From an optimization exercise on the open Yosys and OpenROAD flow, aimed at small area and a short achievable clock period; shortcuts taken in it are not production practice. Only simulation tests tie the RTL to the original design; equivalence was not proved. Power is estimated from default activity; no workload was simulated.

==> violet: inputs <==
## crt4004
module crt4004(
	input   wire            clk,
	input   wire            reset_n,
    output  wire    [7:0]   terminal_bus,
    output  wire    [7:0]   imem_addr,
    input   wire    [31:0]  imem_data,
    output  wire            dmem_we,
    output  wire    [7:0]   dmem_addr,
    output  wire    [31:0]  dmem_wdata,
    input   wire    [31:0]  dmem_rdata
);
    reg  [7:0]  pc;
    assign imem_addr = pc;
    wire [31:0] instr = imem_data;
    wire [4:0]  rs    = instr[25:21];
    wire [4:0]  rt    = instr[20:16];
    wire [4:0]  rd    = instr[15:11];
    wire [15:0] imm   = instr[15:0];
    wire [31:0] simm  = {{16{imm[15]}}, imm};
    wire reg_write, reg_dst, is_beq, is_sw;
    wire sel_sum, sel_and, sel_or, sel_slt, sel_shl, sel_shr, sel_mem;
    wire alu_sub, alu_src;
    cu u_cu (
        .op         (instr[31:26]),
        .funct      (instr[5:0]),
        .reg_write  (reg_write),
        .reg_dst    (reg_dst),
  ...
==> flow/config.mk <==
export PLATFORM = sky130hd
export DESIGN_NAME = crt4004
export DESIGN_NICKNAME = crt4004
export VERILOG_FILES = /design/flow/design.v
export SDC_FILE = /design/flow/constraint.sdc
export NUM_CORES = 8
export LEC_CHECK = 0
export CAP_MARGIN = 20
export CORE_MARGIN = 2
export CORE_UTILIZATION = 45
export CTS_CLUSTER_DIAMETER = 80
export CTS_CLUSTER_SIZE = 25
export SETUP_SLACK_MARGIN = 5
export SLEW_MARGIN = 20
export SYNTH_HIERARCHICAL = 1
export TNS_END_PERCENT = 0
==> flow/constraint.sdc <==
create_clock -name core_clock -period 15.0 [get_ports {clk}]
set_input_delay 3.0000 -clock core_clock [delete_from_list [all_inputs] [get_ports {clk}]]
set_output_delay 3.0000 -clock core_clock [all_outputs]
set_load 0.01 [all_outputs]
standard.sh (not shown) runs the stock make flow with config.mk's settings and CLKGATE_MAP_FILE= SYNTH_SCRIPT=/design/flow/synth_recipe.tcl, a recipe that flattens the netlist after the stock synthesis.
==> flow/flow/run.sh <==
#!/bin/bash
set -euo pipefail
sed -E 's/SETUP_SLACK_MARGIN=[0-9.]+/SETUP_SLACK_MARGIN=6.5/' standard.sh > standard_margin.sh
grep -q 'SETUP_SLACK_MARGIN=6.5' standard_margin.sh
bash standard_margin.sh > orfs_flow.log 2>&1
==> maple (differences from violet) <==
--- a/flow/config.mk
+++ b/flow/config.mk
@@ -7,7 +7,7 @@
 export LEC_CHECK = 0
 export CAP_MARGIN = 20
 export CORE_MARGIN = 2
-export CORE_UTILIZATION = 45
+export CORE_UTILIZATION = 40
 export CTS_CLUSTER_DIAMETER = 80
 export CTS_CLUSTER_SIZE = 25
 export SETUP_SLACK_MARGIN = 5
==> garnet (differences from violet) <==
--- a/flow/config.mk
+++ b/flow/config.mk
@@ -7,7 +7,7 @@
 export LEC_CHECK = 0
 export CAP_MARGIN = 20
 export CORE_MARGIN = 2
-export CORE_UTILIZATION = 45
+export CORE_UTILIZATION = 58
 export CTS_CLUSTER_DIAMETER = 80
 export CTS_CLUSTER_SIZE = 25
 export SETUP_SLACK_MARGIN = 5
==> willow (differences from violet) <==
==> flow/flow/run.sh (replaced) <==
#!/bin/bash
set -euo pipefail
sed -E 's/SETUP_SLACK_MARGIN=[0-9.]+/SETUP_SLACK_MARGIN=7.5/' standard.sh > standard_margin.sh
grep -q 'SETUP_SLACK_MARGIN=7.5' standard_margin.sh
bash standard_margin.sh > orfs_flow.log 2>&1
--- a/flow/config.mk
+++ b/flow/config.mk
@@ -7,7 +7,7 @@
 export LEC_CHECK = 0
 export CAP_MARGIN = 20
 export CORE_MARGIN = 2
-export CORE_UTILIZATION = 45
+export CORE_UTILIZATION = 50
 export CTS_CLUSTER_DIAMETER = 80
 export CTS_CLUSTER_SIZE = 25
 export SETUP_SLACK_MARGIN = 5
==> comparison <==
violet ran to the end with no violations. willow finished with timing, DRC and antenna clean. garnet ran to the end with no violations. maple completed without violations.
Sequential cell count is the same in willow and maple.
The highest via count belongs to willow, the lowest to violet.
Against violet, the clock power of willow is smaller by about 4%.
In synthesized cell count, violet and willow do not differ.
Against willow, the critical path depth of violet is higher by 1.
In violet the power is larger than in willow, by 0.47%.
In synthesized area, willow and garnet do not differ.
The lowest fmax belongs to garnet, the highest to maple.
Final cell count: maple is larger than willow (about 5.3%).
The highest first-iteration DRC count belongs to willow, the lowest to violet.
==> figures <==
	violet	garnet	willow	maple
Status	complete, no violations	complete, no violations	complete, no violations	complete, no violations
Clock insertion delay at the later pin of the skew report	0.72 ns	0.69 ns	0.73 ns	0.71 ns
Clock buf/inv share	0.02828	0.02728	0.02650	0.03159
Vertical extent of the die	330.7 microns	291.8 microns	314.0 microns	350.5 microns
Fin crit period	9.552 ns	9.682 ns	9.528 ns	9.527 ns
Wire length reported by the detailed router	230600 microns	221700 microns	240200 microns	233100 microns
Period utilization	0.6368	0.6455	0.6352	0.6352
Placement row count	119	105	113	127
Number of fillers in the final layout	9574	6614	8281	11260
Combinational power	857 uW	850 uW	866 uW	855 uW
Met1 wire length	85670 microns	75550 microns	88920 microns	87040 microns
Tightest hold margin	0.4873 ns	0.4925 ns	0.5079 ns	0.5048 ns
Clk power	1690 uW	1620 uW	1630 uW	1770 uW
PwrDens	106.8 mW/mm^2	107.6 mW/mm^2	107.1 mW/mm^2	108.7 mW/mm^2
Area of all placed cells without fillers	0.05598 sq mm	0.05490 sq mm	0.05557 sq mm	0.05574 sq mm
Antenna diodes	1	1	5	5
Register fraction of the total cell area	0.3758	0.3832	0.3785	0.3774
Buffering stage count on the worst path with inverters included	3	3	2	3
Multi-input combinational area share	0.4849	0.4924	0.4972	0.4870
Total clock buffers created by CTS	51	50	50	54
Flop+latch power	3430 uW	3440 uW	3450 uW	3440 uW
Leakage power figure	0.02027 uW	0.01997 uW	0.02010 uW	0.02004 uW

==> what the ideal ports hide <==
The results above use ideal ports. As a check the final layouts listed here were re-extracted and re-timed, cells and wires unchanged.
Step 1 assumes that a clkbuf_16 drives the clock port and a buf_2 every other input.
Step 2 also shifts input and output timing later by t, the mid clock arrival at the registers, as if the neighbouring blocks saw the same clock.
a / b / c = ideal / step 1 / step 2; a / b = the first two.
run	shift t [ns]	slack for setup (ns)	latest minus earliest clock arrival (ns)	slew at the worst register clock pin (ns)	pins driven straight from the clock port
violet	0.766	5.448 / 5.404 / 4.746	0.055 / 0.055	0.11 / 0.11	1
maple	0.763	5.473 / 5.404 / 4.774	0.054 / 0.054	0.11 / 0.11	1
garnet	0.733	5.318 / 5.283 / 4.673	0.057 / 0.056	0.11 / 0.11	1
willow	0.784	5.472 / 5.360 / 4.907	0.041 / 0.041	0.11 / 0.11	1
After both steps setup and hold are still met in every run listed. For violet, which loses most, drivers alone change the setup slack by -0.044 ns; drivers and shift together by -0.702 ns.
